This design comes from an exercise in tuning for small area, a short achievable clock period and few clock cycles per item on the open sky130 flow, not from production work.
Only simulation tests tie the RTL to the original design; equivalence was not proved.

==> trial 58 <==
## quantsilicon_top
module quantsilicon_top (
    input  logic                clk,
    input  logic                rst_n,
    input  logic                in_valid,
    output logic                in_ready,
    input  logic signed [31:0]  price,        
    input  logic signed [31:0]  position,     
    input  logic signed [31:0]  beta,         
    output logic                out_valid,
    input  logic                out_ready,
    output logic signed [31:0]  signal_out,   
    output logic                allow_trade,
    output logic                kill_switch
);
    logic v0, v1;           
    logic rv0, rv1;         
    logic mv, sv;           
    logic rdy;              
    logic adv, acc, pop;
    assign adv       = ~sv;
    assign acc       = in_valid & adv;
    assign pop       = mv & out_ready;
    assign in_ready  = rdy;
    assign out_valid = mv;
    logic signed [31:0] prev, ema;
    logic signed [31:0] ret_r;
    always_ff @(posedge clk or negedge rst_n) begin
        if (!rst_n) begin
            prev <= 32'sd0;
            v0   <= 1'b0;
        end else if (adv) begin
            v0 <= in_valid;
            if (in_valid) prev <= price;
        end
    end
    logic signed [31:0] ret_d;
    fast_add #(.W(32), .L(5)) u_ret (.a(price), .b(~prev), .cin(1'b1), .s(ret_d), .co());
    always_ff @(posedge clk) begin
        if (adv) ret_r <= ret_d;
    end
    logic signed [31:0] ema_next, ret2_r;
    feature_engine u_feature (
        .ret      (ret_r),
        .ema      (ema),
        .ema_next (ema_next)
    );
    always_ff @(posedge clk or negedge rst_n) begin
        if (!rst_n) begin
            ema <= 32'sd0;
            v1  <= 1'b0;
        end else if (adv) begin
            v1 <= v0;
            if (v0) ema <= ema_next;
        end
    end
    always_ff @(posedge clk) begin
        if (adv) ret2_r <= ret_r;
    end
    logic signed [31:0] sig_in, sig_h, sig_s;
    logic               inc, sv_next;
    signal_sum u_sum (
        .ret        (ret2_r),
        .ema        (ema),
        .signal_out (sig_in)
    );
  ...
export LEC_CHECK = 0
export CAP_MARGIN = 20
export CORE_MARGIN = 2
export CORE_UTILIZATION = 55
export CTS_CLUSTER_DIAMETER = 60
export CTS_CLUSTER_SIZE = 25
export SLEW_MARGIN = 20
export SYNTH_HIERARCHICAL = 1
export SYNTH_MINIMUM_KEEP_SIZE = 0
create_clock -name core_clock -period 12.5 [get_ports {clk}]
standard.sh (not shown) runs the stock make flow with config.mk's settings and CLKGATE_MAP_FILE= SYNTH_SCRIPT=/design/flow/synth_recipe.tcl, a recipe that flattens the netlist after the stock synthesis.
==> flow/flow/run.sh <==
#!/bin/bash
# Layout flow: the standard synthesis, then every cell set to its smallest
# drive strength, then the standard ORFS layout with timing repair aiming
# SETUP_SLACK_MARGIN ns below the clock period (cells on critical paths get
# upsized again) and buf_2 port buffers. Each tool's output goes to a log file
# of its own here.
set -euo pipefail
MARGIN=${MARGIN:-8}
bash standard.sh synth > synth.log 2>&1
R=$PWD/orfs/results/$FLOW_PLATFORM/quantsilicon_top/base
DS_IN=$R/1_synth.odb DS_OUT=$R/1_synth.odb \
  openroad -no_init -exit flow/downsize.tcl > downsize.log 2>&1
bash standard.sh SETUP_SLACK_MARGIN=$MARGIN \
  "BUFFER_PORTS_ARGS=-buffer_cell sky130_fd_sc_hd__buf_2" finish > layout.log 2>&1
==> flow/flow/downsize.tcl <==
# Set every cell of the synthesized netlist to the smallest drive strength of
# its type (same function and pins); the timing repair that follows upsizes
# the cells on critical paths again.
set db [ord::get_db]

read_db $::env(DS_IN)
set block [ord::get_db_block]

set n 0
foreach inst [$block getInsts] {
  set m [$inst getMaster]
  set name [$m getName]
  if {![regexp {^(sky130_fd_sc_hd__[a-z0-9]+)_([0-9]+)$} $name -> base drv]} { continue }
  if {[string match "*lpflow*" $name] || [string match "*probe*" $name]} { continue }
  set best $m
  set best_area [expr {[$m getWidth] * [$m getHeight]}]
  foreach d {0 1 2} {
    set cand ${base}_$d
    if {$cand eq $name} { continue }
    set cm [$db findMaster $cand]
    if {$cm eq "NULL"} { continue }
    set a [expr {[$cm getWidth] * [$cm getHeight]}]
    if {$a < $best_area} { set best $cm; set best_area $a }
  }
  if {$best ne $m} { $inst swapMaster $best; incr n }
}
puts "downsize: swapped $n instances"
write_db $::env(DS_OUT)
==> inputs of trial 85, as changes to trial 58 <==
--- a/flow/design.v
+++ b/flow/design.v
@@ -3,61 +3,44 @@
   localparam int ALPHA_SHIFT = 5;
   localparam logic signed [31:0] LIMIT = 32'sd131072;
 endpackage
 module feature_engine (
     input  logic signed [31:0] ret,
     input  logic signed [31:0] ema,
-    output logic signed [31:0] ema_next
+    output logic signed [31:0] ema_next,
+    output logic signed [31:0] t
 );
     logic [37:0] a, b, c, s, k;
-    logic [32:0] lo;
+    logic [32:0] lo, d;
     logic [4:0]  h0;
     logic        wp, wn;
+    logic [33:0] ret3;
     assign a = {ema[31], ema, 5'b0};           
     assign b = ~{{6{ema[31]}}, ema};           
     assign c = {{6{ret[31]}}, ret};            
     for (genvar i = 0; i < 5; i++) begin : g_ha
         half_add u_ha (.a(b[i]), .b(c[i]), .s(s[i]), .co(k[i]));
     end
     for (genvar i = 5; i < 38; i++) begin : g_fa
         full_add u_fa (.a(a[i]), .b(b[i]), .c(c[i]), .s(s[i]), .co(k[i]));
     end
-    fast_add #(.W(32), .L(5)) u_lo (.a(s[31:0]), .b({k[30:0], 1'b0}), .cin(1'b1),
-                         .s(lo[31:0]), .co(lo[32]));
+    assign lo = {1'b0, s[31:0]} + {1'b0, k[30:0], 1'b1};
     assign h0 = s[36:32] + k[35:31];
-    logic c31, d31;
-    fast_carry #(.W(31), .L(5)) u_c31 (.a(ret[30:0]), .b(~ema[30:0]), .cin(1'b1), .co(c31));
-    assign d31 = ret[31] ^ ~ema[31] ^ c31;
-    assign wp  = ~ret[31] &  ema[31] &  d31;
-    assign wn  =  ret[31] & ~ema[31] & ~d31;
+    assign d  = {ret[31], ret} - {ema[31], ema};
+    assign wp = ~d[32] &  d[31];
+    assign wn =  d[32] & ~d[31];
     ema_hi_sel u_hi (
         .h0  (h0),
         .cin (lo[32]),
         .wp  (wp),
         .wn  (wn),
         .hi  (ema_next[31:27])
     );
     assign ema_next[26:0] = lo[31:5];
-endmodule
-module signal_sum (
-    input  logic signed [31:0] ret,
-    input  logic signed [31:0] ema,
-    output logic signed [31:0] signal_out
-);
-    logic [33:0] a, b, c, s, k, sum;
-    assign a = {{2{ret[31]}}, ret};
-    assign b = {ret[31], ret, 1'b0};
-    assign c = {{2{ema[31]}}, ema[31:2], 2'b00};
-    assign s[0] = a[0];
-    assign k[0] = 1'b0;
-    half_add u_ha1 (.a(a[1]), .b(b[1]), .s(s[1]), .co(k[1]));
-    for (genvar i = 2; i < 34; i++) begin : g_fa
-        full_add u_fa (.a(a[i]), .b(b[i]), .c(c[i]), .s(s[i]), .co(k[i]));
-    end
-    fast_add #(.W(34), .L(6)) u_add (.a(s), .b({k[32:0], 1'b0}), .cin(1'b0), .s(sum), .co());
-    assign signal_out = sum[33:2];
+    assign ret3 = {{2{ret[31]}}, ret} + {ret[31], ret, 1'b0};
+    assign t    = ret3[33:2];
 endmodule
 module ema_hi_sel (
     input  logic [4:0] h0,
     input  logic       cin,
     input  logic       wp,
     input  logic       wn,
@@ -74,106 +57,15 @@
     input  logic [31:0] px,
     input  logic [31:0] py,
     input  logic        pc,
     output logic        kill
 );
     logic signed [31:0] expo;
-    fast_add #(.W(32), .L(5)) u_add (.a(px), .b(py), .cin(pc), .s(expo), .co());
+    assign expo = px + py + {31'd0, pc};
     assign kill = expo > fxp_pkg::LIMIT;
 endmodule
-module fast_add #(
-    parameter int W = 32,
-    parameter int L = 5             
-) (
-    input  logic [W-1:0] a,
-    input  logic [W-1:0] b,
-    input  logic         cin,
-    output logic [W-1:0] s,
-    output logic         co
-);
-    logic [W-1:0] g [0:L];
-    logic [W-1:0] p [0:L];
-    logic [W-1:0] g0, p0;
-    for (genvar i = 0; i < W; i++) begin : g_pg
-        half_add u_pg (.a(a[i]), .b(b[i]), .s(p0[i]), .co(g0[i]));
-    end
-    pg_gray u_cin (.gh(g0[0]), .ph(p0[0]), .gl(cin), .g(g[0][0]));
-    assign p[0][0] = p0[0];
-    assign g[0][W-1:1] = g0[W-1:1];
-    assign p[0][W-1:1] = p0[W-1:1];
-    for (genvar l = 0; l < L; l++) begin : g_lvl
-        for (genvar i = 0; i < W; i++) begin : g_bit
-            if (((i >> l) & 1) == 1) begin : g_op
-                localparam int J = ((i >> l) << l) - 1;
-                localparam int START = (i >> (l + 1)) << (l + 1);
-                if (START == 0) begin : g_gray
-                    pg_gray u_c (.gh(g[l][i]), .ph(p[l][i]), .gl(g[l][J]), .g(g[l+1][i]));
-                    assign p[l+1][i] = p[l][i];
-                end else begin : g_black
-                    pg_black u_c (.gh(g[l][i]), .ph(p[l][i]), .gl(g[l][J]), .pl(p[l][J]),
-                                  .g(g[l+1][i]), .p(p[l+1][i]));
-                end
-            end else begin : g_pass
-                assign g[l+1][i] = g[l][i];
-                assign p[l+1][i] = p[l][i];
-            end
-        end
-    end
-    assign s  = p0 ^ {g[L][W-2:0], cin};
-    assign co = g[L][W-1];
-endmodule
-module pg_gray (input logic gh, ph, gl, output logic g);
-    assign g = gh | (ph & gl);
-endmodule
-module pg_black (input logic gh, ph, gl, pl, output logic g, p);
-    assign g = gh | (ph & gl);
-    assign p = ph & pl;
-endmodule
-module fast_carry #(
-    parameter int W = 16,
-    parameter int L = 4             
-) (
-    input  logic [W-1:0] a,
-    input  logic [W-1:0] b,
-    input  logic         cin,
-    output logic         co
-);
-    logic [W-1:0] g [0:L];
-    logic [W-1:0] p [0:L];
-    logic [W-1:0] g0, p0;
-    for (genvar i = 0; i < W; i++) begin : g_pg
-        half_add u_pg (.a(a[i]), .b(b[i]), .s(p0[i]), .co(g0[i]));
-    end
-    pg_gray u_cin (.gh(g0[0]), .ph(p0[0]), .gl(cin), .g(g[0][0]));
-    assign p[0][0] = p0[0];
-    assign g[0][W-1:1] = g0[W-1:1];
-    assign p[0][W-1:1] = p0[W-1:1];
-    for (genvar l = 0; l < L; l++) begin : g_lvl
-        localparam int N  = (W + (1 << l) - 1) >> l;        
-        for (genvar n = 0; n < (N + 1) / 2; n++) begin : g_node
-            if (2 * n + 1 < N) begin : g_op
-                if (n == 0) begin : g_gray
-                    pg_gray u_c (.gh(g[l][2*n+1]), .ph(p[l][2*n+1]), .gl(g[l][2*n]),
-                                 .g(g[l+1][n]));
-                    assign p[l+1][n] = 1'b0;
-                end else begin : g_black
-                    pg_black u_c (.gh(g[l][2*n+1]), .ph(p[l][2*n+1]), .gl(g[l][2*n]),
-                                  .pl(p[l][2*n]), .g(g[l+1][n]), .p(p[l+1][n]));
-                end
-            end else begin : g_pass
-                assign g[l+1][n] = g[l][2*n];
-                assign p[l+1][n] = p[l][2*n];
-            end
-        end
-        for (genvar n = (N + 1) / 2; n < W; n++) begin : g_zero
-            assign g[l+1][n] = 1'b0;
-            assign p[l+1][n] = 1'b0;
-        end
-    end
-    assign co = g[L][0];
-endmodule
 module risk_mul_tree (
     input  logic [31:0] a,
     input  logic [15:0] one,
     input  logic [15:0] two,
     input  logic [15:0] neg,
     output logic [47:0] x,
@@ -2466,42 +2358,37 @@
             v0   <= 1'b0;
         end else if (adv) begin
             v0 <= in_valid;
             if (in_valid) prev <= price;
         end
     end
-    logic signed [31:0] ret_d;
-    fast_add #(.W(32), .L(5)) u_ret (.a(price), .b(~prev), .cin(1'b1), .s(ret_d), .co());
     always_ff @(posedge clk) begin
-        if (adv) ret_r <= ret_d;
+        if (adv) ret_r <= price - prev;
     end
-    logic signed [31:0] ema_next, ret2_r;
+    logic signed [31:0] ema_next, t_next, t_r;
     feature_engine u_feature (
         .ret      (ret_r),
         .ema      (ema),
-        .ema_next (ema_next)
+        .ema_next (ema_next),
+        .t        (t_next)
     );
     always_ff @(posedge clk or negedge rst_n) begin
         if (!rst_n) begin
             ema <= 32'sd0;
             v1  <= 1'b0;
         end else if (adv) begin
             v1 <= v0;
             if (v0) ema <= ema_next;
         end
     end
     always_ff @(posedge clk) begin
-        if (adv) ret2_r <= ret_r;
+        if (adv) t_r <= t_next;
     end
     logic signed [31:0] sig_in, sig_h, sig_s;
     logic               inc, sv_next;
-    signal_sum u_sum (
-        .ret        (ret2_r),
-        .ema        (ema),
-        .signal_out (sig_in)
-    );
+    assign sig_in  = t_r + (ema >>> 2);        
     assign inc     = v1 & adv;
     assign sv_next = sv ? ~pop : (inc & mv & ~pop);
     always_ff @(posedge clk or negedge rst_n) begin
         if (!rst_n) begin
             mv  <= 1'b0;
             sv  <= 1'b0;
@@ -2543,14 +2430,13 @@
         .one  (one_r),
         .two  (two_r),
         .neg  (neg_r),
         .x    (mx),
         .y    (my)
     );
-    fast_carry #(.W(16), .L(4)) u_lo (.a(mx[15:0]), .b(my[15:0]), .cin(1'b0), .co(lo[16]));
-    assign lo[15:0] = '0;
+    assign lo = {1'b0, mx[15:0]} + {1'b0, my[15:0]};
     always_ff @(posedge clk) begin
         px_r <= mx[47:16];
         py_r <= my[47:16];
         pc_r <= lo[16];
     end
     logic kill_in;
CTS_CLUSTER_DIAMETER = not set   (was 60)
CTS_CLUSTER_SIZE = not set   (was 25)
==> summary of the runs <==
In trial 58 the global-route usage is lower than in trial 85, by 1.6 points. Against trial 58, the non-clock buffer count of trial 85 is higher by 22. In trial 85 the worst setup slack is lower than in trial 58, by 30 ps. Clock-buffer cell count: trial 58 is lower than trial 85 (14). Against trial 85, the clock skew of trial 58 is higher by 13 ps. In trial 85 the synthesized cell count is higher than in trial 58, by about 10%. Design area: trial 58 is smaller than trial 85 (about 2.5%). Against trial 85, the die area of trial 58 is smaller by about 1.7%. In trial 58 the register-to-register slack is higher than in trial 85, by 30 ps.
Testbench counts of trial 58, summed over its fixed seeds: cycles 24,024, items 24,000.
Testbench counts of trial 85, summed over its fixed seeds: cycles 24,024, items 24,000.

-- static timing again, ports no longer ideal --
The flow's constraints put no driver on any port. The routed layouts listed below were extracted and timed again, unchanged, in two steps. Step 1 (the two cells are an assumption about what drives the block):
set clk [get_ports {clk}]
set_driving_cell -lib_cell sky130_fd_sc_hd__clkbuf_16 $clk
set_driving_cell -lib_cell sky130_fd_sc_hd__buf_2 [delete_from_list [all_inputs] $clk]
Step 2 also shifts input and output timing later by t, the mid clock arrival at the registers, as if the neighbouring blocks saw the same clock. Slacks: ideal / step 1 / step 2; pairs: ideal / step 1.
run	t (ns)	slack for setup (ns)	worst register clock-pin slew, ns
trial 58	0.633	8.090 / 8.090 / 7.678	0.09 / 0.09
trial 85	0.641	8.059 / 8.059 / 7.491	0.07 / 0.07
After both steps setup and hold are still met in every run listed. The setup slack of trial 85, which loses most, moves by 0.000 ns with the drivers and by -0.568 ns with both steps.
